Context: an optimization exercise on an open-source flow, tuned for small area, a short achievable clock period and few clock cycles per item. The choices shown serve that exercise and are no tape-out recipe.
RTL that was checked went through simulation tests only; none was proved equivalent to the original.
Function not checked in run 1: the RTL went through the layout flow alone.
Power figures rest on the tool's default switching activity, not on a simulated workload.

[flow/flow/run.sh]
#!/bin/bash
# Own layout flow: the standard ORFS flow (standard.sh, standard synthesis
# unchanged), with sky130 buf_1 cells as the port buffers and a clock tree
# built without dummy balancing loads. Each tool's output is in the ORFS logs
# (orfs/logs/...); make's own output goes to standard.log.
set -euo pipefail
cat >> config.mk <<'EOF2'
export BUFFER_PORTS_ARGS = -buffer_cell sky130_fd_sc_hd__buf_1
export CTS_ARGS = -sink_clustering_enable -repair_clock_nets -dont_use_dummy_load -buf_list sky130_fd_sc_hd__clkbuf_8
EOF2
bash standard.sh finish > standard.log 2>&1
[flow/standard.sh]
#!/bin/bash
# synth_recipe.tcl (not shown) runs the flow's synth.tcl, then flattens the netlist and writes it again
# the make line also repeats each setting of config.mk as NAME=value (left out here)
make -C /OpenROAD-flow-scripts/flow DESIGN_CONFIG=/design/flow/config.mk WORK_HOME=/design/flow/orfs CLKGATE_MAP_FILE= SYNTH_SCRIPT=/design/flow/synth_recipe.tcl "${@:-finish}"
[flow/config.mk]
export PLATFORM = sky130hd
export DESIGN_NAME = popcount256
export DESIGN_NICKNAME = popcount256
export VERILOG_FILES = /design/flow/design.v
export SDC_FILE = /design/flow/constraint.sdc
export NUM_CORES = 4
export LEC_CHECK = 0
export CAP_MARGIN = 20
export CORE_MARGIN = 2
export CORE_UTILIZATION = 55
export SLEW_MARGIN = 20
export SYNTH_HIERARCHICAL = 1
export BUFFER_PORTS_ARGS = -buffer_cell sky130_fd_sc_hd__buf_1
export CTS_ARGS = -sink_clustering_enable -repair_clock_nets -dont_use_dummy_load -buf_list sky130_fd_sc_hd__clkbuf_8
[flow/constraint.sdc]
create_clock -name core_clock -period 9.5 [get_ports {clk_i}]
set_input_delay 1.9000 -clock core_clock [delete_from_list [all_inputs] [get_ports {clk_i}]]
set_output_delay 1.9000 -clock core_clock [all_outputs]
set_load 0.01 [all_outputs]
[flow/design.v]
module popcount_pipe (
  input  logic         clk_i,
  input  logic [255:0] data_i,
  output logic [8:0]   count_o
);
  logic s0_1;
  logic c0_2;
  logic s0_3;
  logic c0_4;
  logic s0_5;
  logic c0_6;
  logic s0_7;
  logic c0_8;
  logic s0_9;
  logic c0_10;
  logic s0_11;
  logic c0_12;
  logic s0_13;
  logic c0_14;
  logic s0_15;
  logic c0_16;
  logic s0_17;
  logic c0_18;
  logic s0_19;
  logic c0_20;
  logic s0_21;
  logic c0_22;
  logic s0_23;
  logic c0_24;
  logic s0_25;
  logic c0_26;
  logic s0_27;
  logic c0_28;
  logic s0_29;
  logic c0_30;
  logic s0_31;
  logic c0_32;
  logic s0_33;
  logic c0_34;
  logic s0_35;
  logic c0_36;
  logic s0_37;
  logic c0_38;
  logic s0_39;
  logic c0_40;
  logic s0_41;
  logic c0_42;
  logic s0_43;
  logic c0_44;
  logic s0_45;
  logic c0_46;
  logic s0_47;
  logic c0_48;
  logic s0_49;
  logic c0_50;
  logic s0_51;
  logic c0_52;
  logic s0_53;
  logic c0_54;
  logic s0_55;
  logic c0_56;
  logic s0_57;
  logic c0_58;
  logic s0_59;
  logic c0_60;
  logic s0_61;
  logic c0_62;
  logic s0_63;
  logic c0_64;
  logic s0_65;
  logic c0_66;
  logic s0_67;
  logic c0_68;
  logic s0_69;
  logic c0_70;
  logic s0_71;
  logic c0_72;
  logic s0_73;
  logic c0_74;
  logic s0_75;
  logic c0_76;
  logic s0_77;
  logic c0_78;
  logic s0_79;
  logic c0_80;
  logic s0_81;
  logic c0_82;
  logic s0_83;
  logic c0_84;
  logic s0_85;
  logic c0_86;
  logic s0_87;
  logic c0_88;
  logic s0_89;
  logic c0_90;
  logic s0_91;
  logic c0_92;
  logic s0_93;
  logic c0_94;
  logic s0_95;
  logic c0_96;
  logic s0_97;
  logic c0_98;
  logic s0_99;
  logic c0_100;
  logic s0_101;
  logic c0_102;
  logic s0_103;
  logic c0_104;
  logic s0_105;
  logic c0_106;
  logic s0_107;
  logic c0_108;
  logic s0_109;
  logic c0_110;
  logic s0_111;
  logic c0_112;
  logic s0_113;
  logic c0_114;
  logic s0_115;
  logic c0_116;
  logic s0_117;
  logic c0_118;
  logic s0_119;
  logic c0_120;
  logic s0_121;
  logic c0_122;
  logic s0_123;
  logic c0_124;
  logic s0_125;
  logic c0_126;
  logic s0_127;
  logic c0_128;
  logic s0_129;
  logic c0_130;
  logic s0_131;
  logic c0_132;
  logic s0_133;
  logic c0_134;
  logic s0_135;
  logic c0_136;
  logic s0_137;
  logic c0_138;
  logic s0_139;
  logic c0_140;
  logic s0_141;
  logic c0_142;
  logic s0_143;
  logic c0_144;
  logic s0_145;
  logic c0_146;
  logic s0_147;
  logic c0_148;
  logic s0_149;
  logic c0_150;
  logic s0_151;
  logic c0_152;
  logic s0_153;
  logic c0_154;
  logic s0_155;
  logic c0_156;
  logic s0_157;
  logic c0_158;
  logic s0_159;
  logic c0_160;
  logic s0_161;
  logic c0_162;
  logic s0_163;
  logic c0_164;
  logic s0_165;
  logic c0_166;
  logic s0_167;
  logic c0_168;
  logic s0_169;
  logic c0_170;
  logic s0_171;
  logic c0_172;
  logic s0_173;
  logic c0_174;
  logic s0_175;
  logic c0_176;
  logic s0_177;
  logic c0_178;
  logic s0_179;
  logic c0_180;
  logic s0_181;
  logic c0_182;
  logic s0_183;
  logic c0_184;
  logic s0_185;
  logic c0_186;
  logic s0_187;
  logic c0_188;
  logic s0_189;
  logic c0_190;
  logic s0_191;
  logic c0_192;
  logic s0_193;
  logic c0_194;
  logic s0_195;
  logic c0_196;
  logic s0_197;
  logic c0_198;
  logic s0_199;
  logic c0_200;
  logic s0_201;
  logic c0_202;
  logic s0_203;
  logic c0_204;
  logic s0_205;
  logic c0_206;
  logic s0_207;
  logic c0_208;
  logic s0_209;
  logic c0_210;
  logic s0_211;
  logic c0_212;
  logic s0_213;
  logic c0_214;
  logic s0_215;
  logic c0_216;
  logic s0_217;
  logic c0_218;
  logic s0_219;
  logic c0_220;
  logic s0_221;
  logic c0_222;
  logic s0_223;
  logic c0_224;
  logic s0_225;
  logic c0_226;
  logic s0_227;
  logic c0_228;
  logic s0_229;
  logic c0_230;
  logic s0_231;
  logic c0_232;
  logic s0_233;
  logic c0_234;
  logic s0_235;
  logic c0_236;
  logic s0_237;
  logic c0_238;
  logic s0_239;
  logic c0_240;
  logic s0_241;
  logic c0_242;
  logic s0_243;
  logic c0_244;
  logic s0_245;
  logic c0_246;
  logic s0_247;
  logic c0_248;
  logic s0_249;
  logic c0_250;
  logic s0_251;
  logic c0_252;
  logic s0_253;
  logic c0_254;
  logic s0_255;
  logic c0_256;
  logic s0_257;
  logic c0_258;
  logic s0_259;
  logic c0_260;
  logic s0_261;
  logic c0_262;
  logic s0_263;
  logic c0_264;
  logic s0_265;
  logic c0_266;
  logic s0_267;
  logic c0_268;
  logic s0_269;
  logic c0_270;
  logic s0_271;
  logic c0_272;
  logic s0_273;
  logic c0_274;
  logic s0_275;
  logic c0_276;
  logic s0_277;
  logic c0_278;
  logic s0_279;
  logic c0_280;
  logic s0_281;
  logic c0_282;
  logic [114:0] p0_q;
  logic s1_283;
  logic c1_284;
  logic s1_285;
  logic c1_286;
  logic s1_287;
  logic c1_288;
  logic s1_289;
  logic c1_290;
  logic s1_291;
  logic c1_292;
  logic s1_293;
  logic c1_294;
  logic s1_295;
  logic c1_296;
  logic s1_297;
  logic c1_298;
  logic s1_299;
  logic c1_300;
  logic s1_301;
  logic c1_302;
  logic s1_303;
  logic c1_304;
  logic s1_305;
  logic c1_306;
  logic s1_307;
  logic c1_308;
  logic s1_309;
  logic c1_310;
  logic s1_311;
  logic c1_312;
  logic s1_313;
  logic c1_314;
  logic s1_315;
  logic c1_316;
  logic s1_317;
  logic c1_318;
  logic s1_319;
  logic c1_320;
  logic s1_321;
  logic c1_322;
  logic s1_323;
  logic c1_324;
  logic s1_325;
  logic c1_326;
  logic s1_327;
  logic c1_328;
  logic s1_329;
  logic c1_330;
  logic s1_331;
  logic c1_332;
  logic s1_333;
  logic c1_334;
  logic s1_335;
  logic c1_336;
  logic s1_337;
  logic c1_338;
  logic s1_339;
  logic c1_340;
  logic s1_341;
  logic c1_342;
  logic s1_343;
  logic c1_344;
  logic s1_345;
  logic c1_346;
  logic s1_347;
  logic c1_348;
  logic s1_349;
  logic c1_350;
  logic s1_351;
  logic c1_352;
  logic s1_353;
  logic c1_354;
  logic s1_355;
  logic c1_356;
  logic s1_357;
  logic c1_358;
  logic s1_359;
  logic c1_360;
  logic s1_361;
  logic c1_362;
  logic s1_363;
  logic c1_364;
  logic s1_365;
  logic c1_366;
  logic s1_367;
  logic c1_368;
  logic s1_369;
  logic c1_370;
  logic s1_371;
  logic c1_372;
  logic s1_373;
  logic c1_374;
  logic s1_375;
  logic c1_376;
  logic s1_377;
  logic c1_378;
  logic s1_379;
  logic c1_380;
  logic s1_381;
  logic c1_382;
  logic s1_383;
  logic c1_384;
  logic s1_385;
  logic c1_386;
  logic s1_387;
  logic c1_388;
  logic s1_389;
  logic c1_390;
  logic s1_391;
  logic c1_392;
  logic s1_393;
  logic c1_394;
  logic s1_395;
  logic c1_396;
  logic s1_397;
  logic c1_398;
  logic s1_399;
  logic c1_400;
  logic s1_401;
  logic c1_402;
  logic s1_403;
  logic c1_404;
  logic s1_405;
  logic c1_406;
  logic s1_407;
  logic c1_408;
  logic s1_409;
  logic c1_410;
  logic s1_411;
  logic c1_412;
  logic s1_413;
  logic c1_414;
  logic s1_415;
  logic c1_416;
  logic s1_417;
  logic c1_418;
  logic s1_419;
  logic c1_420;
  logic s1_421;
  logic c1_422;
  logic s1_423;
  logic c1_424;
  logic s1_425;
  logic c1_426;
  logic s1_427;
  logic c1_428;
  logic s1_429;
  logic c1_430;
  logic s1_431;
  logic c1_432;
  logic s1_433;
  logic c1_434;
  logic s1_435;
  logic c1_436;
  logic s1_437;
  logic c1_438;
  logic s1_439;
  logic c1_440;
  logic s1_441;
  logic c1_442;
  logic s1_443;
  logic c1_444;
  logic s1_445;
  logic c1_446;
  logic s1_447;
  logic c1_448;
  logic s1_449;
  logic c1_450;
  logic s1_451;
  logic c1_452;
  logic s1_453;
  logic c1_454;
  logic s1_455;
  logic c1_456;
  logic s1_457;
  logic c1_458;
  logic s1_459;
  logic c1_460;
  logic [25:0] p1_q;
  logic s2_461;
  logic c2_462;
  logic s2_463;
  logic c2_464;
  logic s2_465;
  logic c2_466;
  logic s2_467;
  logic c2_468;
  logic s2_469;
  logic c2_470;
  logic s2_471;
  logic c2_472;
  logic s2_473;
  logic c2_474;
  logic s2_475;
  logic c2_476;
  logic s2_477;
  logic c2_478;
  logic s2_479;
  logic c2_480;
  logic s2_481;
  logic c2_482;
  logic s2_483;
  logic c2_484;
  logic s2_485;
  logic c2_486;
  logic s2_487;
  logic c2_488;
  logic s2_489;
  logic c2_490;
  logic [10:0] p2_q;
  logic s3_491;
  logic c3_492;
  logic s3_493;
  logic c3_494;
  logic [8:0] row_a, row_b;
  fa u_fa2 (.a(data_i[0]), .b(data_i[1]), .c(data_i[2]), .s(s0_1), .co(c0_2));
  fa u_fa4 (.a(data_i[3]), .b(data_i[4]), .c(data_i[5]), .s(s0_3), .co(c0_4));
  fa u_fa6 (.a(data_i[6]), .b(data_i[7]), .c(data_i[8]), .s(s0_5), .co(c0_6));
  fa u_fa8 (.a(data_i[9]), .b(data_i[10]), .c(data_i[11]), .s(s0_7), .co(c0_8));
  fa u_fa10 (.a(data_i[12]), .b(data_i[13]), .c(data_i[14]), .s(s0_9), .co(c0_10));
  fa u_fa12 (.a(data_i[15]), .b(data_i[16]), .c(data_i[17]), .s(s0_11), .co(c0_12));
  fa u_fa14 (.a(data_i[18]), .b(data_i[19]), .c(data_i[20]), .s(s0_13), .co(c0_14));
  fa u_fa16 (.a(data_i[21]), .b(data_i[22]), .c(data_i[23]), .s(s0_15), .co(c0_16));
  fa u_fa18 (.a(data_i[24]), .b(data_i[25]), .c(data_i[26]), .s(s0_17), .co(c0_18));
  fa u_fa20 (.a(data_i[27]), .b(data_i[28]), .c(data_i[29]), .s(s0_19), .co(c0_20));
  fa u_fa22 (.a(data_i[30]), .b(data_i[31]), .c(data_i[32]), .s(s0_21), .co(c0_22));
  fa u_fa24 (.a(data_i[33]), .b(data_i[34]), .c(data_i[35]), .s(s0_23), .co(c0_24));
  fa u_fa26 (.a(data_i[36]), .b(data_i[37]), .c(data_i[38]), .s(s0_25), .co(c0_26));
  fa u_fa28 (.a(data_i[39]), .b(data_i[40]), .c(data_i[41]), .s(s0_27), .co(c0_28));
  fa u_fa30 (.a(data_i[42]), .b(data_i[43]), .c(data_i[44]), .s(s0_29), .co(c0_30));
  fa u_fa32 (.a(data_i[45]), .b(data_i[46]), .c(data_i[47]), .s(s0_31), .co(c0_32));
  fa u_fa34 (.a(data_i[48]), .b(data_i[49]), .c(data_i[50]), .s(s0_33), .co(c0_34));
  fa u_fa36 (.a(data_i[51]), .b(data_i[52]), .c(data_i[53]), .s(s0_35), .co(c0_36));
  fa u_fa38 (.a(data_i[54]), .b(data_i[55]), .c(data_i[56]), .s(s0_37), .co(c0_38));
  fa u_fa40 (.a(data_i[57]), .b(data_i[58]), .c(data_i[59]), .s(s0_39), .co(c0_40));
  fa u_fa42 (.a(data_i[60]), .b(data_i[61]), .c(data_i[62]), .s(s0_41), .co(c0_42));
  fa u_fa44 (.a(data_i[63]), .b(data_i[64]), .c(data_i[65]), .s(s0_43), .co(c0_44));
  fa u_fa46 (.a(data_i[66]), .b(data_i[67]), .c(data_i[68]), .s(s0_45), .co(c0_46));
  fa u_fa48 (.a(data_i[69]), .b(data_i[70]), .c(data_i[71]), .s(s0_47), .co(c0_48));
  fa u_fa50 (.a(data_i[72]), .b(data_i[73]), .c(data_i[74]), .s(s0_49), .co(c0_50));
  fa u_fa52 (.a(data_i[75]), .b(data_i[76]), .c(data_i[77]), .s(s0_51), .co(c0_52));
  fa u_fa54 (.a(data_i[78]), .b(data_i[79]), .c(data_i[80]), .s(s0_53), .co(c0_54));
  fa u_fa56 (.a(data_i[81]), .b(data_i[82]), .c(data_i[83]), .s(s0_55), .co(c0_56));
  fa u_fa58 (.a(data_i[84]), .b(data_i[85]), .c(data_i[86]), .s(s0_57), .co(c0_58));
  fa u_fa60 (.a(data_i[87]), .b(data_i[88]), .c(data_i[89]), .s(s0_59), .co(c0_60));
  fa u_fa62 (.a(data_i[90]), .b(data_i[91]), .c(data_i[92]), .s(s0_61), .co(c0_62));
  fa u_fa64 (.a(data_i[93]), .b(data_i[94]), .c(data_i[95]), .s(s0_63), .co(c0_64));
  fa u_fa66 (.a(data_i[96]), .b(data_i[97]), .c(data_i[98]), .s(s0_65), .co(c0_66));
  fa u_fa68 (.a(data_i[99]), .b(data_i[100]), .c(data_i[101]), .s(s0_67), .co(c0_68));
  fa u_fa70 (.a(data_i[102]), .b(data_i[103]), .c(data_i[104]), .s(s0_69), .co(c0_70));
  fa u_fa72 (.a(data_i[105]), .b(data_i[106]), .c(data_i[107]), .s(s0_71), .co(c0_72));
  fa u_fa74 (.a(data_i[108]), .b(data_i[109]), .c(data_i[110]), .s(s0_73), .co(c0_74));
  fa u_fa76 (.a(data_i[111]), .b(data_i[112]), .c(data_i[113]), .s(s0_75), .co(c0_76));
  fa u_fa78 (.a(data_i[114]), .b(data_i[115]), .c(data_i[116]), .s(s0_77), .co(c0_78));
  fa u_fa80 (.a(data_i[117]), .b(data_i[118]), .c(data_i[119]), .s(s0_79), .co(c0_80));
  fa u_fa82 (.a(data_i[120]), .b(data_i[121]), .c(data_i[122]), .s(s0_81), .co(c0_82));
  fa u_fa84 (.a(data_i[123]), .b(data_i[124]), .c(data_i[125]), .s(s0_83), .co(c0_84));
  fa u_fa86 (.a(data_i[126]), .b(data_i[127]), .c(data_i[128]), .s(s0_85), .co(c0_86));
  fa u_fa88 (.a(data_i[129]), .b(data_i[130]), .c(data_i[131]), .s(s0_87), .co(c0_88));
  fa u_fa90 (.a(data_i[132]), .b(data_i[133]), .c(data_i[134]), .s(s0_89), .co(c0_90));
  fa u_fa92 (.a(data_i[135]), .b(data_i[136]), .c(data_i[137]), .s(s0_91), .co(c0_92));
  fa u_fa94 (.a(data_i[138]), .b(data_i[139]), .c(data_i[140]), .s(s0_93), .co(c0_94));
  fa u_fa96 (.a(data_i[141]), .b(data_i[142]), .c(data_i[143]), .s(s0_95), .co(c0_96));
  fa u_fa98 (.a(data_i[144]), .b(data_i[145]), .c(data_i[146]), .s(s0_97), .co(c0_98));
  fa u_fa100 (.a(data_i[147]), .b(data_i[148]), .c(data_i[149]), .s(s0_99), .co(c0_100));
  fa u_fa102 (.a(data_i[150]), .b(data_i[151]), .c(data_i[152]), .s(s0_101), .co(c0_102));
  fa u_fa104 (.a(data_i[153]), .b(data_i[154]), .c(data_i[155]), .s(s0_103), .co(c0_104));
  fa u_fa106 (.a(data_i[156]), .b(data_i[157]), .c(data_i[158]), .s(s0_105), .co(c0_106));
  fa u_fa108 (.a(data_i[159]), .b(data_i[160]), .c(data_i[161]), .s(s0_107), .co(c0_108));
  fa u_fa110 (.a(data_i[162]), .b(data_i[163]), .c(data_i[164]), .s(s0_109), .co(c0_110));
  fa u_fa112 (.a(data_i[165]), .b(data_i[166]), .c(data_i[167]), .s(s0_111), .co(c0_112));
  fa u_fa114 (.a(data_i[168]), .b(data_i[169]), .c(data_i[170]), .s(s0_113), .co(c0_114));
  fa u_fa116 (.a(data_i[171]), .b(data_i[172]), .c(data_i[173]), .s(s0_115), .co(c0_116));
  fa u_fa118 (.a(data_i[174]), .b(data_i[175]), .c(data_i[176]), .s(s0_117), .co(c0_118));
  fa u_fa120 (.a(data_i[177]), .b(data_i[178]), .c(data_i[179]), .s(s0_119), .co(c0_120));
  fa u_fa122 (.a(data_i[180]), .b(data_i[181]), .c(data_i[182]), .s(s0_121), .co(c0_122));
  fa u_fa124 (.a(data_i[183]), .b(data_i[184]), .c(data_i[185]), .s(s0_123), .co(c0_124));
  fa u_fa126 (.a(data_i[186]), .b(data_i[187]), .c(data_i[188]), .s(s0_125), .co(c0_126));
  fa u_fa128 (.a(data_i[189]), .b(data_i[190]), .c(data_i[191]), .s(s0_127), .co(c0_128));
  fa u_fa130 (.a(data_i[192]), .b(data_i[193]), .c(data_i[194]), .s(s0_129), .co(c0_130));
  fa u_fa132 (.a(data_i[195]), .b(data_i[196]), .c(data_i[197]), .s(s0_131), .co(c0_132));
  fa u_fa134 (.a(data_i[198]), .b(data_i[199]), .c(data_i[200]), .s(s0_133), .co(c0_134));
  fa u_fa136 (.a(data_i[201]), .b(data_i[202]), .c(data_i[203]), .s(s0_135), .co(c0_136));
  fa u_fa138 (.a(data_i[204]), .b(data_i[205]), .c(data_i[206]), .s(s0_137), .co(c0_138));
  fa u_fa140 (.a(data_i[207]), .b(data_i[208]), .c(data_i[209]), .s(s0_139), .co(c0_140));
  fa u_fa142 (.a(data_i[210]), .b(data_i[211]), .c(data_i[212]), .s(s0_141), .co(c0_142));
  fa u_fa144 (.a(data_i[213]), .b(data_i[214]), .c(data_i[215]), .s(s0_143), .co(c0_144));
  fa u_fa146 (.a(data_i[216]), .b(data_i[217]), .c(data_i[218]), .s(s0_145), .co(c0_146));
  fa u_fa148 (.a(data_i[219]), .b(data_i[220]), .c(data_i[221]), .s(s0_147), .co(c0_148));
  fa u_fa150 (.a(data_i[222]), .b(data_i[223]), .c(data_i[224]), .s(s0_149), .co(c0_150));
  fa u_fa152 (.a(data_i[225]), .b(data_i[226]), .c(data_i[227]), .s(s0_151), .co(c0_152));
  fa u_fa154 (.a(data_i[228]), .b(data_i[229]), .c(data_i[230]), .s(s0_153), .co(c0_154));
  fa u_fa156 (.a(data_i[231]), .b(data_i[232]), .c(data_i[233]), .s(s0_155), .co(c0_156));
  fa u_fa158 (.a(data_i[234]), .b(data_i[235]), .c(data_i[236]), .s(s0_157), .co(c0_158));
  fa u_fa160 (.a(data_i[237]), .b(data_i[238]), .c(data_i[239]), .s(s0_159), .co(c0_160));
  fa u_fa162 (.a(data_i[240]), .b(data_i[241]), .c(data_i[242]), .s(s0_161), .co(c0_162));
  fa u_fa164 (.a(data_i[243]), .b(data_i[244]), .c(data_i[245]), .s(s0_163), .co(c0_164));
  fa u_fa166 (.a(data_i[246]), .b(data_i[247]), .c(data_i[248]), .s(s0_165), .co(c0_166));
  fa u_fa168 (.a(data_i[249]), .b(data_i[250]), .c(data_i[251]), .s(s0_167), .co(c0_168));
  fa u_fa170 (.a(data_i[252]), .b(data_i[253]), .c(data_i[254]), .s(s0_169), .co(c0_170));
  fa u_fa172 (.a(data_i[255]), .b(s0_1), .c(s0_3), .s(s0_171), .co(c0_172));
  fa u_fa174 (.a(s0_5), .b(s0_7), .c(s0_9), .s(s0_173), .co(c0_174));
  fa u_fa176 (.a(s0_11), .b(s0_13), .c(s0_15), .s(s0_175), .co(c0_176));
  fa u_fa178 (.a(s0_17), .b(s0_19), .c(s0_21), .s(s0_177), .co(c0_178));
  fa u_fa180 (.a(s0_23), .b(s0_25), .c(s0_27), .s(s0_179), .co(c0_180));
  fa u_fa182 (.a(s0_29), .b(s0_31), .c(s0_33), .s(s0_181), .co(c0_182));
  fa u_fa184 (.a(s0_35), .b(s0_37), .c(s0_39), .s(s0_183), .co(c0_184));
  fa u_fa186 (.a(s0_41), .b(s0_43), .c(s0_45), .s(s0_185), .co(c0_186));
  fa u_fa188 (.a(s0_47), .b(s0_49), .c(s0_51), .s(s0_187), .co(c0_188));
  fa u_fa190 (.a(s0_53), .b(s0_55), .c(s0_57), .s(s0_189), .co(c0_190));
  fa u_fa192 (.a(s0_59), .b(s0_61), .c(s0_63), .s(s0_191), .co(c0_192));
  fa u_fa194 (.a(s0_65), .b(s0_67), .c(s0_69), .s(s0_193), .co(c0_194));
  fa u_fa196 (.a(s0_71), .b(s0_73), .c(s0_75), .s(s0_195), .co(c0_196));
  fa u_fa198 (.a(s0_77), .b(s0_79), .c(s0_81), .s(s0_197), .co(c0_198));
  fa u_fa200 (.a(s0_83), .b(s0_85), .c(s0_87), .s(s0_199), .co(c0_200));
  fa u_fa202 (.a(s0_89), .b(s0_91), .c(s0_93), .s(s0_201), .co(c0_202));
  fa u_fa204 (.a(s0_95), .b(s0_97), .c(s0_99), .s(s0_203), .co(c0_204));
  fa u_fa206 (.a(s0_101), .b(s0_103), .c(s0_105), .s(s0_205), .co(c0_206));
  fa u_fa208 (.a(s0_107), .b(s0_109), .c(s0_111), .s(s0_207), .co(c0_208));
  fa u_fa210 (.a(s0_113), .b(s0_115), .c(s0_117), .s(s0_209), .co(c0_210));
  fa u_fa212 (.a(s0_119), .b(s0_121), .c(s0_123), .s(s0_211), .co(c0_212));
  fa u_fa214 (.a(s0_125), .b(s0_127), .c(s0_129), .s(s0_213), .co(c0_214));
  fa u_fa216 (.a(s0_131), .b(s0_133), .c(s0_135), .s(s0_215), .co(c0_216));
  fa u_fa218 (.a(s0_137), .b(s0_139), .c(s0_141), .s(s0_217), .co(c0_218));
  fa u_fa220 (.a(s0_143), .b(s0_145), .c(s0_147), .s(s0_219), .co(c0_220));
  fa u_fa222 (.a(s0_149), .b(s0_151), .c(s0_153), .s(s0_221), .co(c0_222));
  fa u_fa224 (.a(s0_155), .b(s0_157), .c(s0_159), .s(s0_223), .co(c0_224));
  fa u_fa226 (.a(s0_161), .b(s0_163), .c(s0_165), .s(s0_225), .co(c0_226));
  fa u_fa228 (.a(c0_2), .b(c0_4), .c(c0_6), .s(s0_227), .co(c0_228));
  fa u_fa230 (.a(c0_8), .b(c0_10), .c(c0_12), .s(s0_229), .co(c0_230));
  fa u_fa232 (.a(c0_14), .b(c0_16), .c(c0_18), .s(s0_231), .co(c0_232));
  fa u_fa234 (.a(c0_20), .b(c0_22), .c(c0_24), .s(s0_233), .co(c0_234));
  fa u_fa236 (.a(c0_26), .b(c0_28), .c(c0_30), .s(s0_235), .co(c0_236));
  fa u_fa238 (.a(c0_32), .b(c0_34), .c(c0_36), .s(s0_237), .co(c0_238));
  fa u_fa240 (.a(c0_38), .b(c0_40), .c(c0_42), .s(s0_239), .co(c0_240));
  fa u_fa242 (.a(c0_44), .b(c0_46), .c(c0_48), .s(s0_241), .co(c0_242));
  fa u_fa244 (.a(c0_50), .b(c0_52), .c(c0_54), .s(s0_243), .co(c0_244));
  fa u_fa246 (.a(c0_56), .b(c0_58), .c(c0_60), .s(s0_245), .co(c0_246));
  fa u_fa248 (.a(c0_62), .b(c0_64), .c(c0_66), .s(s0_247), .co(c0_248));
  fa u_fa250 (.a(c0_68), .b(c0_70), .c(c0_72), .s(s0_249), .co(c0_250));
  fa u_fa252 (.a(c0_74), .b(c0_76), .c(c0_78), .s(s0_251), .co(c0_252));
  fa u_fa254 (.a(c0_80), .b(c0_82), .c(c0_84), .s(s0_253), .co(c0_254));
  fa u_fa256 (.a(c0_86), .b(c0_88), .c(c0_90), .s(s0_255), .co(c0_256));
  fa u_fa258 (.a(c0_92), .b(c0_94), .c(c0_96), .s(s0_257), .co(c0_258));
  fa u_fa260 (.a(c0_98), .b(c0_100), .c(c0_102), .s(s0_259), .co(c0_260));
  fa u_fa262 (.a(c0_104), .b(c0_106), .c(c0_108), .s(s0_261), .co(c0_262));
  fa u_fa264 (.a(c0_110), .b(c0_112), .c(c0_114), .s(s0_263), .co(c0_264));
  fa u_fa266 (.a(c0_116), .b(c0_118), .c(c0_120), .s(s0_265), .co(c0_266));
  fa u_fa268 (.a(c0_122), .b(c0_124), .c(c0_126), .s(s0_267), .co(c0_268));
  fa u_fa270 (.a(c0_128), .b(c0_130), .c(c0_132), .s(s0_269), .co(c0_270));
  fa u_fa272 (.a(c0_134), .b(c0_136), .c(c0_138), .s(s0_271), .co(c0_272));
  fa u_fa274 (.a(c0_140), .b(c0_142), .c(c0_144), .s(s0_273), .co(c0_274));
  fa u_fa276 (.a(c0_146), .b(c0_148), .c(c0_150), .s(s0_275), .co(c0_276));
  fa u_fa278 (.a(c0_152), .b(c0_154), .c(c0_156), .s(s0_277), .co(c0_278));
  fa u_fa280 (.a(c0_158), .b(c0_160), .c(c0_162), .s(s0_279), .co(c0_280));
  fa u_fa282 (.a(c0_164), .b(c0_166), .c(c0_168), .s(s0_281), .co(c0_282));
  fa u_fa284 (.a(p0_q[0]), .b(p0_q[1]), .c(p0_q[2]), .s(s1_283), .co(c1_284));
  fa u_fa286 (.a(p0_q[3]), .b(p0_q[4]), .c(p0_q[5]), .s(s1_285), .co(c1_286));
  fa u_fa288 (.a(p0_q[6]), .b(p0_q[7]), .c(p0_q[8]), .s(s1_287), .co(c1_288));
  fa u_fa290 (.a(p0_q[9]), .b(p0_q[10]), .c(p0_q[11]), .s(s1_289), .co(c1_290));
  fa u_fa292 (.a(p0_q[12]), .b(p0_q[13]), .c(p0_q[14]), .s(s1_291), .co(c1_292));
  fa u_fa294 (.a(p0_q[15]), .b(p0_q[16]), .c(p0_q[17]), .s(s1_293), .co(c1_294));
  fa u_fa296 (.a(p0_q[18]), .b(p0_q[19]), .c(p0_q[20]), .s(s1_295), .co(c1_296));
  fa u_fa298 (.a(p0_q[21]), .b(p0_q[22]), .c(p0_q[23]), .s(s1_297), .co(c1_298));
  fa u_fa300 (.a(p0_q[24]), .b(p0_q[25]), .c(p0_q[26]), .s(s1_299), .co(c1_300));
  fa u_fa302 (.a(p0_q[27]), .b(p0_q[28]), .c(p0_q[29]), .s(s1_301), .co(c1_302));
  fa u_fa304 (.a(s1_283), .b(s1_285), .c(s1_287), .s(s1_303), .co(c1_304));
  fa u_fa306 (.a(s1_289), .b(s1_291), .c(s1_293), .s(s1_305), .co(c1_306));
  fa u_fa308 (.a(s1_295), .b(s1_297), .c(s1_299), .s(s1_307), .co(c1_308));
  fa u_fa310 (.a(s1_301), .b(s1_303), .c(s1_305), .s(s1_309), .co(c1_310));
  fa u_fa312 (.a(p0_q[30]), .b(p0_q[31]), .c(p0_q[32]), .s(s1_311), .co(c1_312));
  fa u_fa314 (.a(p0_q[33]), .b(p0_q[34]), .c(p0_q[35]), .s(s1_313), .co(c1_314));
  fa u_fa316 (.a(p0_q[36]), .b(p0_q[37]), .c(p0_q[38]), .s(s1_315), .co(c1_316));
  fa u_fa318 (.a(p0_q[39]), .b(p0_q[40]), .c(p0_q[41]), .s(s1_317), .co(c1_318));
  fa u_fa320 (.a(p0_q[42]), .b(p0_q[43]), .c(p0_q[44]), .s(s1_319), .co(c1_320));
  fa u_fa322 (.a(p0_q[45]), .b(p0_q[46]), .c(p0_q[47]), .s(s1_321), .co(c1_322));
  fa u_fa324 (.a(p0_q[48]), .b(p0_q[49]), .c(p0_q[50]), .s(s1_323), .co(c1_324));
  fa u_fa326 (.a(p0_q[51]), .b(p0_q[52]), .c(p0_q[53]), .s(s1_325), .co(c1_326));
  fa u_fa328 (.a(p0_q[54]), .b(p0_q[55]), .c(p0_q[56]), .s(s1_327), .co(c1_328));
  fa u_fa330 (.a(p0_q[57]), .b(p0_q[58]), .c(p0_q[59]), .s(s1_329), .co(c1_330));
  fa u_fa332 (.a(p0_q[60]), .b(p0_q[61]), .c(p0_q[62]), .s(s1_331), .co(c1_332));
  fa u_fa334 (.a(p0_q[63]), .b(p0_q[64]), .c(p0_q[65]), .s(s1_333), .co(c1_334));
  fa u_fa336 (.a(p0_q[66]), .b(p0_q[67]), .c(p0_q[68]), .s(s1_335), .co(c1_336));
  fa u_fa338 (.a(p0_q[69]), .b(p0_q[70]), .c(p0_q[71]), .s(s1_337), .co(c1_338));
  fa u_fa340 (.a(p0_q[72]), .b(p0_q[73]), .c(p0_q[74]), .s(s1_339), .co(c1_340));
  fa u_fa342 (.a(p0_q[75]), .b(p0_q[76]), .c(p0_q[77]), .s(s1_341), .co(c1_342));
  fa u_fa344 (.a(p0_q[78]), .b(p0_q[79]), .c(p0_q[80]), .s(s1_343), .co(c1_344));
  fa u_fa346 (.a(p0_q[81]), .b(p0_q[82]), .c(p0_q[83]), .s(s1_345), .co(c1_346));
  fa u_fa348 (.a(p0_q[84]), .b(p0_q[85]), .c(p0_q[86]), .s(s1_347), .co(c1_348));
  fa u_fa350 (.a(c1_284), .b(c1_286), .c(c1_288), .s(s1_349), .co(c1_350));
  fa u_fa352 (.a(c1_290), .b(c1_292), .c(c1_294), .s(s1_351), .co(c1_352));
  fa u_fa354 (.a(c1_296), .b(c1_298), .c(c1_300), .s(s1_353), .co(c1_354));
  fa u_fa356 (.a(c1_302), .b(s1_311), .c(s1_313), .s(s1_355), .co(c1_356));
  fa u_fa358 (.a(s1_315), .b(s1_317), .c(s1_319), .s(s1_357), .co(c1_358));
  fa u_fa360 (.a(s1_321), .b(s1_323), .c(s1_325), .s(s1_359), .co(c1_360));
  fa u_fa362 (.a(s1_327), .b(s1_329), .c(s1_331), .s(s1_361), .co(c1_362));
  fa u_fa364 (.a(s1_333), .b(s1_335), .c(s1_337), .s(s1_363), .co(c1_364));
  fa u_fa366 (.a(s1_339), .b(s1_341), .c(s1_343), .s(s1_365), .co(c1_366));
  fa u_fa368 (.a(s1_345), .b(s1_347), .c(c1_304), .s(s1_367), .co(c1_368));
  fa u_fa370 (.a(s1_349), .b(c1_306), .c(s1_351), .s(s1_369), .co(c1_370));
  fa u_fa372 (.a(c1_308), .b(s1_353), .c(s1_355), .s(s1_371), .co(c1_372));
  fa u_fa374 (.a(s1_357), .b(s1_359), .c(s1_361), .s(s1_373), .co(c1_374));
  fa u_fa376 (.a(s1_363), .b(s1_365), .c(s1_367), .s(s1_375), .co(c1_376));
  fa u_fa378 (.a(c1_310), .b(s1_369), .c(s1_371), .s(s1_377), .co(c1_378));
  fa u_fa380 (.a(p0_q[87]), .b(p0_q[88]), .c(p0_q[89]), .s(s1_379), .co(c1_380));
  fa u_fa382 (.a(p0_q[90]), .b(p0_q[91]), .c(p0_q[92]), .s(s1_381), .co(c1_382));
  fa u_fa384 (.a(p0_q[93]), .b(p0_q[94]), .c(p0_q[95]), .s(s1_383), .co(c1_384));
  fa u_fa386 (.a(p0_q[96]), .b(p0_q[97]), .c(p0_q[98]), .s(s1_385), .co(c1_386));
  fa u_fa388 (.a(p0_q[99]), .b(p0_q[100]), .c(p0_q[101]), .s(s1_387), .co(c1_388));
  fa u_fa390 (.a(p0_q[102]), .b(p0_q[103]), .c(p0_q[104]), .s(s1_389), .co(c1_390));
  fa u_fa392 (.a(p0_q[105]), .b(p0_q[106]), .c(p0_q[107]), .s(s1_391), .co(c1_392));
  fa u_fa394 (.a(p0_q[108]), .b(p0_q[109]), .c(p0_q[110]), .s(s1_393), .co(c1_394));
  fa u_fa396 (.a(p0_q[111]), .b(p0_q[112]), .c(p0_q[113]), .s(s1_395), .co(c1_396));
  fa u_fa398 (.a(p0_q[114]), .b(c1_312), .c(c1_314), .s(s1_397), .co(c1_398));
  fa u_fa400 (.a(c1_316), .b(c1_318), .c(c1_320), .s(s1_399), .co(c1_400));
  fa u_fa402 (.a(c1_322), .b(c1_324), .c(c1_326), .s(s1_401), .co(c1_402));
  fa u_fa404 (.a(c1_328), .b(c1_330), .c(c1_332), .s(s1_403), .co(c1_404));
  fa u_fa406 (.a(c1_334), .b(c1_336), .c(c1_338), .s(s1_405), .co(c1_406));
  fa u_fa408 (.a(c1_340), .b(c1_342), .c(c1_344), .s(s1_407), .co(c1_408));
  fa u_fa410 (.a(c1_346), .b(c1_348), .c(s1_379), .s(s1_409), .co(c1_410));
  fa u_fa412 (.a(s1_381), .b(s1_383), .c(s1_385), .s(s1_411), .co(c1_412));
  fa u_fa414 (.a(s1_387), .b(s1_389), .c(s1_391), .s(s1_413), .co(c1_414));
  fa u_fa416 (.a(s1_393), .b(s1_395), .c(c1_350), .s(s1_415), .co(c1_416));
  fa u_fa418 (.a(c1_352), .b(c1_354), .c(s1_397), .s(s1_417), .co(c1_418));
  fa u_fa420 (.a(c1_356), .b(c1_358), .c(s1_399), .s(s1_419), .co(c1_420));
  fa u_fa422 (.a(c1_360), .b(s1_401), .c(c1_362), .s(s1_421), .co(c1_422));
  fa u_fa424 (.a(s1_403), .b(c1_364), .c(s1_405), .s(s1_423), .co(c1_424));
  fa u_fa426 (.a(c1_366), .b(s1_407), .c(s1_409), .s(s1_425), .co(c1_426));
  fa u_fa428 (.a(s1_411), .b(s1_413), .c(c1_368), .s(s1_427), .co(c1_428));
  fa u_fa430 (.a(s1_415), .b(c1_370), .c(s1_417), .s(s1_429), .co(c1_430));
  fa u_fa432 (.a(c1_372), .b(s1_419), .c(c1_374), .s(s1_431), .co(c1_432));
  fa u_fa434 (.a(s1_421), .b(s1_423), .c(s1_425), .s(s1_433), .co(c1_434));
  fa u_fa436 (.a(c1_380), .b(c1_382), .c(c1_384), .s(s1_435), .co(c1_436));
  fa u_fa438 (.a(c1_386), .b(c1_388), .c(c1_390), .s(s1_437), .co(c1_438));
  fa u_fa440 (.a(c1_392), .b(c1_394), .c(c1_396), .s(s1_439), .co(c1_440));
  fa u_fa442 (.a(c1_398), .b(c1_400), .c(c1_402), .s(s1_441), .co(c1_442));
  fa u_fa444 (.a(c1_404), .b(c1_410), .c(c1_406), .s(s1_443), .co(c1_444));
  fa u_fa446 (.a(c1_408), .b(s1_435), .c(c1_412), .s(s1_445), .co(c1_446));
  fa u_fa448 (.a(s1_437), .b(c1_414), .c(s1_439), .s(s1_447), .co(c1_448));
  fa u_fa450 (.a(c1_416), .b(c1_418), .c(c1_420), .s(s1_449), .co(c1_450));
  fa u_fa452 (.a(s1_441), .b(c1_422), .c(s1_443), .s(s1_451), .co(c1_452));
  fa u_fa454 (.a(c1_424), .b(c1_426), .c(s1_445), .s(s1_453), .co(c1_454));
  fa u_fa456 (.a(c1_436), .b(c1_438), .c(c1_440), .s(s1_455), .co(c1_456));
  fa u_fa458 (.a(c1_442), .b(c1_444), .c(c1_446), .s(s1_457), .co(c1_458));
  fa u_fa460 (.a(s1_455), .b(c1_448), .c(c1_450), .s(s1_459), .co(c1_460));
  fa u_fa462 (.a(p1_q[2]), .b(p1_q[3]), .c(p1_q[4]), .s(s2_461), .co(c2_462));
  fa u_fa464 (.a(p1_q[5]), .b(p1_q[6]), .c(p1_q[7]), .s(s2_463), .co(c2_464));
  fa u_fa466 (.a(p1_q[8]), .b(p1_q[9]), .c(p1_q[10]), .s(s2_465), .co(c2_466));
  fa u_fa468 (.a(c2_462), .b(s2_463), .c(s2_465), .s(s2_467), .co(c2_468));
  fa u_fa470 (.a(p1_q[11]), .b(p1_q[12]), .c(p1_q[13]), .s(s2_469), .co(c2_470));
  fa u_fa472 (.a(p1_q[14]), .b(p1_q[15]), .c(p1_q[16]), .s(s2_471), .co(c2_472));
  fa u_fa474 (.a(p1_q[17]), .b(p1_q[18]), .c(c2_464), .s(s2_473), .co(c2_474));
  fa u_fa476 (.a(c2_466), .b(s2_469), .c(s2_471), .s(s2_475), .co(c2_476));
  fa u_fa478 (.a(s2_473), .b(c2_468), .c(s2_475), .s(s2_477), .co(c2_478));
  fa u_fa480 (.a(p1_q[19]), .b(p1_q[20]), .c(p1_q[21]), .s(s2_479), .co(c2_480));
  fa u_fa482 (.a(p1_q[22]), .b(c2_470), .c(c2_472), .s(s2_481), .co(c2_482));
  fa u_fa484 (.a(s2_479), .b(c2_474), .c(s2_481), .s(s2_483), .co(c2_484));
  fa u_fa486 (.a(c2_476), .b(c2_478), .c(s2_483), .s(s2_485), .co(c2_486));
  fa u_fa488 (.a(p1_q[23]), .b(p1_q[24]), .c(p1_q[25]), .s(s2_487), .co(c2_488));
  fa u_fa490 (.a(c2_480), .b(s2_487), .c(c2_482), .s(s2_489), .co(c2_490));
  fa u_fa492 (.a(p2_q[6]), .b(p2_q[7]), .c(p2_q[8]), .s(s3_491), .co(c3_492));
  fa u_fa494 (.a(p2_q[9]), .b(p2_q[10]), .c(c3_492), .s(s3_493), .co(c3_494));
  assign row_a = {1'b0, c3_494, s3_493, s3_491, p2_q[5], p2_q[4], p2_q[3], p2_q[2], p2_q[0]};
  assign row_b = {1'b0, 1'b0, 1'b0, 1'b0, 1'b0, 1'b0, 1'b0, 1'b0, p2_q[1]};
  assign count_o = row_a + row_b;
  always_ff @(posedge clk_i) begin
    p0_q[0] <= s0_173;
    p0_q[1] <= s0_175;
    p0_q[2] <= s0_177;
    p0_q[3] <= s0_179;
    p0_q[4] <= s0_181;
    p0_q[5] <= s0_183;
    p0_q[6] <= s0_185;
    p0_q[7] <= s0_187;
    p0_q[8] <= s0_189;
    p0_q[9] <= s0_171;
    p0_q[10] <= s0_191;
    p0_q[11] <= s0_193;
    p0_q[12] <= s0_195;
    p0_q[13] <= s0_197;
    p0_q[14] <= s0_199;
    p0_q[15] <= s0_201;
    p0_q[16] <= s0_203;
    p0_q[17] <= s0_205;
    p0_q[18] <= s0_207;
    p0_q[19] <= s0_209;
    p0_q[20] <= s0_211;
    p0_q[21] <= s0_213;
    p0_q[22] <= s0_215;
    p0_q[23] <= s0_217;
    p0_q[24] <= s0_219;
    p0_q[25] <= s0_221;
    p0_q[26] <= s0_223;
    p0_q[27] <= s0_225;
    p0_q[28] <= s0_167;
    p0_q[29] <= s0_169;
    p0_q[30] <= s0_227;
    p0_q[31] <= c0_174;
    p0_q[32] <= s0_229;
    p0_q[33] <= c0_176;
    p0_q[34] <= s0_231;
    p0_q[35] <= c0_178;
    p0_q[36] <= s0_233;
    p0_q[37] <= c0_180;
    p0_q[38] <= s0_235;
    p0_q[39] <= c0_182;
    p0_q[40] <= s0_237;
    p0_q[41] <= c0_184;
    p0_q[42] <= s0_239;
    p0_q[43] <= c0_186;
    p0_q[44] <= s0_241;
    p0_q[45] <= c0_188;
    p0_q[46] <= s0_243;
    p0_q[47] <= c0_190;
    p0_q[48] <= s0_245;
    p0_q[49] <= c0_172;
    p0_q[50] <= c0_192;
    p0_q[51] <= s0_247;
    p0_q[52] <= c0_194;
    p0_q[53] <= s0_249;
    p0_q[54] <= c0_196;
    p0_q[55] <= s0_251;
    p0_q[56] <= c0_198;
    p0_q[57] <= s0_253;
    p0_q[58] <= c0_200;
    p0_q[59] <= s0_255;
    p0_q[60] <= c0_202;
    p0_q[61] <= s0_257;
    p0_q[62] <= c0_204;
    p0_q[63] <= s0_259;
    p0_q[64] <= c0_206;
    p0_q[65] <= s0_261;
    p0_q[66] <= c0_208;
    p0_q[67] <= s0_263;
    p0_q[68] <= c0_210;
    p0_q[69] <= s0_265;
    p0_q[70] <= c0_212;
    p0_q[71] <= s0_267;
    p0_q[72] <= c0_214;
    p0_q[73] <= s0_269;
    p0_q[74] <= c0_216;
    p0_q[75] <= s0_271;
    p0_q[76] <= c0_218;
    p0_q[77] <= s0_273;
    p0_q[78] <= c0_220;
    p0_q[79] <= s0_275;
    p0_q[80] <= c0_222;
    p0_q[81] <= s0_277;
    p0_q[82] <= c0_224;
    p0_q[83] <= s0_279;
    p0_q[84] <= c0_226;
    p0_q[85] <= s0_281;
    p0_q[86] <= c0_170;
    p0_q[87] <= c0_228;
    p0_q[88] <= c0_230;
    p0_q[89] <= c0_232;
    p0_q[90] <= c0_234;
    p0_q[91] <= c0_236;
    p0_q[92] <= c0_238;
    p0_q[93] <= c0_240;
    p0_q[94] <= c0_242;
    p0_q[95] <= c0_244;
    p0_q[96] <= c0_246;
    p0_q[97] <= c0_248;
    p0_q[98] <= c0_250;
    p0_q[99] <= c0_252;
    p0_q[100] <= c0_254;
    p0_q[101] <= c0_256;
    p0_q[102] <= c0_258;
    p0_q[103] <= c0_260;
    p0_q[104] <= c0_262;
    p0_q[105] <= c0_264;
    p0_q[106] <= c0_266;
    p0_q[107] <= c0_268;
    p0_q[108] <= c0_270;
    p0_q[109] <= c0_272;
    p0_q[110] <= c0_274;
    p0_q[111] <= c0_276;
    p0_q[112] <= c0_278;
    p0_q[113] <= c0_280;
    p0_q[114] <= c0_282;
  end
  always_ff @(posedge clk_i) begin
    p1_q[0] <= s1_309;
    p1_q[1] <= s1_307;
    p1_q[2] <= s1_373;
    p1_q[3] <= s1_377;
    p1_q[4] <= s1_375;
    p1_q[5] <= s1_431;
    p1_q[6] <= s1_429;
    p1_q[7] <= s1_427;
    p1_q[8] <= c1_378;
    p1_q[9] <= s1_433;
    p1_q[10] <= c1_376;
    p1_q[11] <= c1_432;
    p1_q[12] <= s1_451;
    p1_q[13] <= s1_449;
    p1_q[14] <= c1_430;
    p1_q[15] <= c1_428;
    p1_q[16] <= c1_434;
    p1_q[17] <= s1_453;
    p1_q[18] <= s1_447;
    p1_q[19] <= c1_452;
    p1_q[20] <= s1_457;
    p1_q[21] <= s1_459;
    p1_q[22] <= c1_454;
    p1_q[23] <= c1_458;
    p1_q[24] <= c1_456;
    p1_q[25] <= c1_460;
  end
  always_ff @(posedge clk_i) begin
    p2_q[0] <= p1_q[0];
    p2_q[1] <= p1_q[1];
    p2_q[2] <= s2_461;
    p2_q[3] <= s2_467;
    p2_q[4] <= s2_477;
    p2_q[5] <= s2_485;
    p2_q[6] <= s2_489;
    p2_q[7] <= c2_484;
    p2_q[8] <= c2_486;
    p2_q[9] <= c2_488;
    p2_q[10] <= c2_490;
  end
endmodule
module fa (
  input  logic a, b, c,
  output logic s, co
);
  assign s  = a ^ b ^ c;
  assign co = (a & b) | (c & (a ^ b));
endmodule
module popcount256 (
  input  logic         clk_i,
  input  logic         rst_ni,
  input  logic         valid_i,
  input  logic [255:0] data_i,
  output logic         valid_o,
  output logic [8:0]   popcount_o
);
  localparam int unsigned Latency = 4;
  logic [8:0] count;
  popcount_pipe u_popcount (
    .clk_i  (clk_i),
    .data_i (data_i),
    .count_o(count)
  );
  logic [Latency-1:0] valid_q;
  always_ff @(posedge clk_i or negedge rst_ni) begin
    if (!rst_ni) begin
      valid_q <= '0;
    end else begin
      valid_q <= {valid_q[Latency-2:0], valid_i};
    end
  end
  assign valid_o = valid_q[Latency-1];
  always_ff @(posedge clk_i) begin
    popcount_o <= count;
  end
endmodule
==> flow_summary.toml, run 1 <==
[logic_synthesis]
synth-edff-count = 0
seq_area_frac_synth_pct = 39.6
netlist_instances = 429
ys.flop_type = "dfxtp_1"
synth.distinct_cells = 12
postSynth.asyncResetShare_pct = 2.42
yosysWarnings = 8
synthesis.area_um2 = 8390
synth_nets = 937
yosysTopAreaCell = "fa_1"
synth_most_common_cell = "fa_1"
ys_ff_latch = 165
avgSynthCellArea_um2 = 19.6
synth_area_leaders = "fa_1 59%, dfxtp_1 38%, dfrtp_1 1.2%, xnor2_1 0.52%, ha_1 0.30%"
synthTopCellsByCount = "247 x fa_1, 161 x dfxtp_1, 5 x xnor2_1"
synth_top_area_share_pct = 58.9

[cts]
cts_tree = "built"
postCtsHoldBufs = 0
cts.sinks = 165
clock_latency_ps = 440
cts_root_buffer = "clkbuf_8"
htree_levels = 4
clk_pin_slew_worst_paths_ps = 80
cts_resized = 0
cts_made_buffers = 17
cts_buffer_depth = 2
cts_setup_buffers = 0

[placement]
routabilityCongestion = 0.761
io_buffers = 268
dp_hpwl_mm = 12.8
placed_area_um2 = 9630
dp_slack_ps = 6320

[sta]
finalSetupViolCount = 0
final-hold-violation-count = 0
slew_headroom_pct = 87.1
period_minus_slack_ps = 2810
fin_skew_ps = 30.4
period_share_pct = 29.6
timing.final.ws_setup_ps = 6690
slew_violations = 0
tightest_slew_ps = 193
rsz0062_at_grt = "no"
setup_tns_ps = 0
max_freq_ghz = 0.356

[final_layout]
drive_gt1_share_pct = 2.38
diodes = 0
final_nets = 1224
area_delta_synth_final_pct = 17.6
design_area_um2 = 9870

[floorplan]
start_util_pct = 55.8
die_y_um = 128
die-width_um = 128
core_um2 = 15000
io_pins = 269
row_count = 45
dieArea_um2 = 16300

[global_routing]
antenna_found_initial = 0
use_met2_pct = 33.1
grt_pass1_vias = 4983
grt.busiest_layer = "met2"
grt_pass1_wl_mm = 23.0
grt_usage_pct = 19.4
gr-usage-met3_pct = 4.40
use_met1_pct = 25.8
grt_max_degree = 17
grt-ovfl-total = 0

[drt]
routed_wl_mm = 13.8
drt-initial-drc-count = 106
ant_nets = 0
drc = 0
vias = 4144
routedWlPerCell_um = 15.3
drt-pass1-iter-count = 4
via_per_inst = 4.59

[setup_path]
crit_chain = "buf_1"
startpoint_type = "flip-flop"
crit_buf_inv = 1
path_class = "flip-flop to primary output"
crit_slowest_cell = "dfrtp_1"
critPathTopFamily = "flip-flops"
crit_path_end_kind = "primary output"
worstPathMaxFanout = 1
crit_arrival_ps = 910
r2r_slack_ps = 6710
cpPeakStageDelay_ps = 360
worstPathRequired_ps = 7600

[flow_run]
drv_cap = 0

[power_and_ir_drop]
powerDensity_nw_per_um2 = 326
finalPower_mw = 3.22
power_leakage_nw = 3.70
vdd_drop_max_mv = 0.146

[status]
outcome = "finished clean"

[min_path]
hold_path.class = "flip-flop to flip-flop"
## per-module statistics from Yosys (local to each module, per instance)
module | flops+latches | area [um2]
popcount_pipe | 152 | 3170
popcount256 | 13 | 280
fa | 0 | 20.0
## report_power, final
| group | internal (mW) | switching [mW] |
|---|---|---|
| Sequential | 1.00 | 0.125 |
| Clock | 0.158 | 0.203 |
| Combinational | 0.840 | 0.896 |
## stage by stage
step	util, %	hold slack [ps]	std cells
floorplan	-	310	429
global placement	64.1	315	885
detailed placement	64.1	314	885
CTS	65.6	320	902
global route	65.6	327	902
finish	65.6	317	902
## final cells by class
type	instances	area [um2]
sequential	165	3320
fill	1148	5160
timing repair buffer	268	1010
multi-input combinational	264	5070
clock buffer	17	234
tap	188	235
## state kept, by name, indices dropped and copies added (netlist names)
register	count
valid_q	4
u_popcount.p2_q	11
u_popcount.p1_q	26
popcount_o	9
u_popcount.p0_q	115
## final timing paths
check | cells past startpoint | startpoint | end
hold reg to reg | 0 | u_popcount.p1_q[1]$_DFF_P_ | u_popcount.p2_q[1]$_DFF_P_
setup / recovery | 1 | valid_q[3]$_DFF_PN0_ | valid_o
min in group asynchronous | 1 | rst_ni | valid_q[0]$_DFF_PN0_
max in group asynchronous | 1 | rst_ni | valid_q[3]$_DFF_PN0_
setup reg to reg | 5 | u_popcount.p0_q[9]$_DFF_P_ | u_popcount.p1_q[21]$_DFF_P_
hold / removal | 0 | u_popcount.p1_q[1]$_DFF_P_ | u_popcount.p2_q[1]$_DFF_P_
## metal layers
| layer | vias up | share of wire, % | wire (um) |
|---|---|---|---|
| met5 | - | 0 | 0 |
| met4 | 0 | 0.77 | 106 |
| met1 | 2128 | 41 | 5690 |
| met2 | 142 | 53 | 7270 |
| li1 | 1868 | - | - |
| met3 | 6 | 5.5 | 759 |
## cells by family (layout without fill, tap and decap cells)
| kind of cell | Yosys count | count (layout) | synth area share, % |
|---|---|---|---|
| and+or+nand+nor | 9 | 9 | 0.567 |
| buffers and inverters | 0 | 285 | 0 |
| DFF | 165 | 165 | 39.6 |
| xor gates and xnor gates | 6 | 6 | 0.626 |
| adders and majority gates | 249 | 249 | 59.2 |
## placed cells by master, fill, tap and decap left out
| cell type | n |
|---|---|
| clkbuf_8 | 17 |
| xnor2_1 | 5 |
| dfrtp_1 | 4 |
| nand4_1 | 1 |
| ha_1 | 2 |
| dfxtp_1 | 161 |
| xor2_1 | 1 |
| nand3_1 | 3 |
| and4_1 | 1 |
| buf_1 | 268 |
| nor2_1 | 1 |
| fa_1 | 247 |
| nand2_1 | 2 |
| and3_1 | 1 |
==> run 2: changes to the inputs <==
--- a/flow/design.v
+++ b/flow/design.v
@@ -925,7 +925,7 @@
   output logic         valid_o,
   output logic [8:0]   popcount_o
 );
-  localparam int unsigned Latency = 4;
+  localparam integer Latency = 4;
   logic [8:0] count;
   popcount_pipe u_popcount (
     .clk_i  (clk_i),
--- a/flow/config.mk
+++ b/flow/config.mk
@@ -7,7 +7,7 @@
 export LEC_CHECK = 0
 export CAP_MARGIN = 20
 export CORE_MARGIN = 2
-export CORE_UTILIZATION = 55
+export CORE_UTILIZATION = 65
 export SLEW_MARGIN = 20
 export SYNTH_HIERARCHICAL = 1
 export BUFFER_PORTS_ARGS = -buffer_cell sky130_fd_sc_hd__buf_1
==> flow_summary.toml, run 2 <==
[status]
outcome = "finished clean"

[logic_synthesis]
seq_area_frac_synth_pct = 39.6
synth_most_common_cell = "fa_1"
ys.flop_type = "dfxtp_1"
synth_nets = 937
netlist_instances = 429
synthMuxAreaShare_pct = 0
avgSynthCellArea_um2 = 19.6
synthesis.area_um2 = 8390
synthTopCellsByCount = "247 x fa_1, 161 x dfxtp_1, 5 x xnor2_1"
synth-simple-area-share_pct = 0.566
synth.distinct_cells = 12
ys_ff_latch = 165
synth_compound_area_share_pct = 0
yosysWarnings = 8
postSynth.asyncResetShare_pct = 2.42
synth_xor_area_share_pct = 0.626
yosysTopAreaCell = "fa_1"
synth_top_area_share_pct = 58.9
synth_area_leaders = "fa_1 59%, dfxtp_1 38%, dfrtp_1 1.2%, xnor2_1 0.52%, ha_1 0.30%"
synth-edff-count = 0
synth_top_family_by_area = "adder cells"
yosys.area_share.adder_pct = 59.2

[sta]
holdWs_ps = 329
tightest_slew_ps = 235
finalSetupViolCount = 0
period_share_pct = 30.1
slew_headroom_pct = 84.3
setup_tns_ps = 0
period_minus_slack_ps = 2860
final-hold-violation-count = 0
rsz0062_at_grt = "no"
max_freq_ghz = 0.350
fin_skew_ps = 15.6
slew_violations = 0

[global_routing]
grt_max_degree = 17
grt_pass1_wl_mm = 25.0
antenna_found_initial = 0
grt-ovfl-total = 0
grt_pass1_vias = 5363
grt_usage_pct = 24.4

[final_layout]
diodes = 0
final_nets = 1224
register_area_um2 = 3320
layout_commonest_cell = "buf_1"
design_area_um2 = 9850
drive_gt1_share_pct = 2.38
largest_reg_flops = 115
multi_input_area_um2 = 5070
area_delta_synth_final_pct = 17.3
final_cell_mix = "268 x buf_1, 247 x fa_1, 161 x dfxtp_1"
fillers = 792
regMostFlops = "u_popcount.p0_q"
largestRegisters = "u_popcount.p0_q x115, u_popcount.p1_q x26, u_popcount.p2_q x11"
fin_cells = 886

[floorplan]
row_count = 41
die_y_um = 118
start_util_pct = 66.5
io_pins = 269
core_um2 = 12600
dieArea_um2 = 13800
die-width_um = 118

[cts]
cts.sinks = 165
clk_pin_slew_worst_paths_ps = 70
clock_latency_ps = 430
cts_resized = 0
cts_tree = "built"
cts_root_buffer = "clkbuf_8"
cts_buffer_depth = 2
postCtsHoldBufs = 0
cts_setup_buffers = 0
cts_made_buffers = 17
htree_levels = 4

[placement]
routabilityCongestion = 0.786
dpl.cell_count = 869
dp_hpwl_mm = 12.8
io_buffers = 268
placed_area_um2 = 9610

[drt]
drt-initial-drc-count = 135
vias = 4153
routed_wl_mm = 14.4
drt-pass1-iter-count = 4
ant_nets = 0
drc = 0
routedWlPerCell_um = 16.2
via_per_inst = 4.69

[setup_path]
path_class = "input pin to flip-flop"
cpPeakStageDelay_ps = 530
worstPathMaxFanout = 1
crit_path_frequent_cell = "fa_1"
startpoint_type = "input pin"
crit_arrival_ps = 3160
crit_path_end_kind = "flip-flop"
worstPathRequired_ps = 9800
crit_slowest_cell = "fa_1"
crit_chain = "buf_1 > fa_1 > fa_1"

[power_and_ir_drop]
power_leakage_nw = 3.70
vdd_drop_max_mv = 0.239
powerDensity_nw_per_um2 = 326

[flow_run]
drv_cap = 0

[min_path]
hold_path.class = "flip-flop to flip-flop"
-- run 2: cell type report --
| cell class | count | area share (%) |
|---|---|---|
| timing repair buffer | 268 | 10.2 |
| multi-input combinational | 264 | 51.5 |
| sequential | 165 | 33.7 |
| clock buffer | 17 | 2.38 |
| tap | 172 | 2.19 |
-- run 2: critical path, delay by kind of cell --
kind	cells	cell delay (ps)
buffers and inverters	1	200
adder cells (fa/ha/maj)	2	1060
-- run 2: kinds of logic after synthesis --
family        Yosys count
simple gates            9
flops                 165
fa+ha+maj             249
xor+xnor                6
-- run 2: final timing paths --
| path | to | start | depth (start not counted) | slack [ps] |
|---|---|---|---|---|
| worst max-delay path | u_popcount.p0_q[17]$_DFF_P_ | data_i[151] | 3 | 6640 |
| worst max register to register | u_popcount.p1_q[21]$_DFF_P_ | u_popcount.p0_q[36]$_DFF_P_ | 5 | 6770 |
| worst min-delay path | u_popcount.p2_q[1]$_DFF_P_ | u_popcount.p1_q[1]$_DFF_P_ | 0 | 330 |
| worst min register to register | u_popcount.p2_q[1]$_DFF_P_ | u_popcount.p1_q[1]$_DFF_P_ | 0 | 330 |
| min in group asynchronous | valid_q[3]$_DFF_PN0_ | rst_ni | 1 | 1280 |
| max in group asynchronous | valid_q[2]$_DFF_PN0_ | rst_ni | 1 | 8040 |
-- run 2: modules after synthesis (local to each module, per instance) --
module / times used / cells inside / cell area (um2) / flops+latches
fa: 247 / 1 / 20.0 / 0
popcount256: 1 / 13 / 280 / 13
popcount_pipe: 1 / 169 / 3170 / 152
-- run 2: layer usage --
layer,vias to the layer above,GRT usage [%],wire length [um]
li1,1869,-,-
met1,2124,31.6,5590
met2,150,42.4,7890
met3,10,5.91,743
met4,0,5.87,165
met5,-,0,0
-- run 2: power breakdown --
group          switching (mW)  total [mW]  internal [mW]
clock network           0.199       0.356          0.158
logic                   0.883        1.72          0.841
registers               0.129        1.13           1.00
-- run 2: per-stage QoR --
stage                     utilization [%]  power, mW  setup slack (ps)
after floorplan                         -       2.30              6510
after global placement               76.2       2.85              6330
after detailed placement             76.2       2.95              6320
after CTS                            78.0       3.30              6610
after global routing                 78.0       3.62              6610
final                                78.0       3.21              6640
Testbench counts of run 2, summed over its fixed seeds: cycles 16,024, items 16,000.
==> run 3: changes to the inputs <==
--- a/flow/config.mk
+++ b/flow/config.mk
@@ -7,7 +7,7 @@
 export LEC_CHECK = 0
 export CAP_MARGIN = 20
 export CORE_MARGIN = 2
-export CORE_UTILIZATION = 65
+export CORE_UTILIZATION = 55
 export SLEW_MARGIN = 20
 export SYNTH_HIERARCHICAL = 1
 export BUFFER_PORTS_ARGS = -buffer_cell sky130_fd_sc_hd__buf_1
==> flow_summary.toml, run 3 <==
[final_layout]
drive_gt1_share_pct = 2.38
largest_reg_flops = 115
area_delta_synth_final_pct = 17.6
fin_cells = 902
largestRegisters = "u_popcount.p0_q x115, u_popcount.p1_q x26, u_popcount.p2_q x11"
layout_commonest_cell = "buf_1"
final_cell_mix = "268 x buf_1, 247 x fa_1, 161 x dfxtp_1"
final_nets = 1224
design_area_um2 = 9870
diodes = 0
regMostFlops = "u_popcount.p0_q"

[drt]
drc = 0
routedWlPerCell_um = 15.3
via_per_inst = 4.59
drt-initial-drc-count = 106
drt-pass1-iter-count = 4
vias = 4144
ant_nets = 0
routed_wl_mm = 13.8

[floorplan]
start_util_pct = 55.8
dieArea_um2 = 16300
die_y_um = 128
row_count = 45
io_pins = 269
core_um2 = 15000
die-width_um = 128

[global_routing]
grt_pass1_vias = 4983
grt_pass1_wl_mm = 23.0
grt_usage_pct = 19.4
antenna_found_initial = 0
grt-ovfl-total = 0
grt_max_degree = 17

[setup_path]
crit_buf_inv = 1
critPathTopFamily = "flip-flops"
crit_chain = "buf_1"
crit_path_end_kind = "primary output"
worstPathRequired_ps = 7600
cpPeakStageDelay_ps = 360
crit_slowest_cell = "dfrtp_1"
startpoint_type = "flip-flop"
crit_arrival_ps = 910
worstPathMaxFanout = 1
path_class = "flip-flop to primary output"

[sta]
tightest_slew_ps = 193
holdWs_ps = 317
timing.final.ws_setup_ps = 6690
slew_headroom_pct = 87.1
slew_violations = 0
final-hold-violation-count = 0
setup_tns_ps = 0
fin_skew_ps = 30.4
finalSetupViolCount = 0
max_freq_ghz = 0.356
rsz0062_at_grt = "no"
period_share_pct = 29.6
period_minus_slack_ps = 2810

[logic_synthesis]
synthMuxAreaShare_pct = 0
synth-edff-count = 0
synth_top_area_share_pct = 58.9
synth_xor_area_share_pct = 0.626
ys.flop_type = "dfxtp_1"
yosysWarnings = 8
seq_area_frac_synth_pct = 39.6
yosysTopAreaCell = "fa_1"
synth_top_family_by_area = "adder cells"
ys_ff_latch = 165
postSynth.asyncResetShare_pct = 2.42
synth_nets = 937
avgSynthCellArea_um2 = 19.6
synth_area_leaders = "fa_1 59%, dfxtp_1 38%, dfrtp_1 1.2%, xnor2_1 0.52%, ha_1 0.30%"
synth.distinct_cells = 12
synthesis.area_um2 = 8390
synth_most_common_cell = "fa_1"
yosys.area_share.adder_pct = 59.2
synthTopCellsByCount = "247 x fa_1, 161 x dfxtp_1, 5 x xnor2_1"
netlist_instances = 429
synth-simple-area-share_pct = 0.566
synth_compound_area_share_pct = 0

[cts]
cts_setup_buffers = 0
cts_resized = 0
cts_made_buffers = 17
clk_pin_slew_worst_paths_ps = 80
cts_tree = "built"
htree_levels = 4
cts.sinks = 165
cts_root_buffer = "clkbuf_8"
clock_latency_ps = 440
postCtsHoldBufs = 0
cts_buffer_depth = 2

[placement]
dp_hpwl_mm = 12.8
placed_area_um2 = 9630
dp_slack_ps = 6320
dpl.cell_count = 885
routabilityCongestion = 0.761
io_buffers = 268

[min_path]
hold_path.class = "flip-flop to flip-flop"

[power_and_ir_drop]
vdd_drop_max_mv = 0.146
power_leakage_nw = 3.70
powerDensity_nw_per_um2 = 326

[status]
outcome = "finished clean"

[flow_run]
drv_cap = 0
==> run 3: cells by family (layout without fill, tap and decap cells) <==
logic type	Yosys count	count (layout)
XOR/XNOR	6	6
AND/OR/NAND/NOR	9	9
flip-flops	165	165
buffers and inverters	0	285
adder cells (fa/ha/maj)	249	249
==> run 3: layout make-up <==
class | count | area, um2
multi-input combinational | 264 | 5070
clock buffer | 17 | 234
sequential | 165 | 3320
tap | 188 | 235
timing repair buffer | 268 | 1010
fill | 1148 | 5160
==> run 3: layer usage <==
layer / track usage [%] / routed length (um)
met1: 25.8 / 5690
met3: 4.40 / 759
met2: 33.1 / 7270
met4: 4.65 / 106
met5: 0 / 0
==> run 3: modules after synthesis, one instance, submodules excluded <==
| module | cell area (um2) | flip-flops and latches | times used |
|---|---|---|---|
| fa | 20.0 | 0 | 247 |
| popcount256 | 280 | 13 | 1 |
| popcount_pipe | 3170 | 152 | 1 |
==> run 3: path summary, 6_finish.rpt <==
| check | from | end | slack, ps | depth (start not counted) |
|---|---|---|---|---|
| max in group asynchronous | rst_ni | valid_q[3]$_DFF_PN0_ | 8070 | 1 |
| hold / removal | u_popcount.p1_q[1]$_DFF_P_ | u_popcount.p2_q[1]$_DFF_P_ | 320 | 0 |
| setup / recovery | valid_q[3]$_DFF_PN0_ | valid_o | 6690 | 1 |
| hold reg to reg | u_popcount.p1_q[1]$_DFF_P_ | u_popcount.p2_q[1]$_DFF_P_ | 320 | 0 |
| min in group asynchronous | rst_ni | valid_q[0]$_DFF_PN0_ | 1270 | 1 |
| setup reg to reg | u_popcount.p0_q[9]$_DFF_P_ | u_popcount.p1_q[21]$_DFF_P_ | 6710 | 5 |
==> run 3: where the power goes <==
group,switching [mW],total [mW],internal [mW]
combinational,0.896,1.74,0.840
sequential,0.125,1.13,1.00
clock,0.203,0.361,0.158
total,1.22,3.22,2.00
==> run 3: metrics by stage <==
step | util [%] | power, mW
4_1_cts | 65.6 | 3.32
3_5_place_dp | 64.1 | 2.96
2_1_floorplan | - | 2.30
5_1_grt | 65.6 | 3.62
6_report | 65.6 | 3.22
3_3_place_gp | 64.1 | 2.89

what the ideal ports hide:
No port has a modelled driver above. Below, the same layouts with a new extraction and two added sets of constraints.
Step 1 (the two cells are an assumption about what drives the block):
set clk [get_ports {clk_i}]
set_driving_cell -lib_cell sky130_fd_sc_hd__clkbuf_16 $clk
set_driving_cell -lib_cell sky130_fd_sc_hd__buf_2 [delete_from_list [all_inputs] $clk]
Step 2 adds t to the input delays and takes it off the output delays; t is the mean of the earliest and latest rising clock arrival at the registers after step 1. Input paths then give back, and output paths get back, about the clock's delay inside the block.
Slacks: ideal ports / drivers / drivers and shift; pairs: ideal ports / drivers.
| run | shift t [ns] | slack for setup (ns) | slew at the worst register clock pin (ns) |
|---|---|---|---|
| run 1 | 0.456 | 6.691 / 6.656 / 6.311 | 0.08 / 0.08 |
| run 2 | 0.462 | 6.640 / 6.630 / 6.190 | 0.08 / 0.08 |
| run 3 | 0.456 | 6.691 / 6.656 / 6.311 | 0.08 / 0.08 |
After both steps every run listed still meets setup and hold. The setup slack of run 2, which loses most, moves by -0.010 ns with the drivers and by -0.450 ns with both steps.
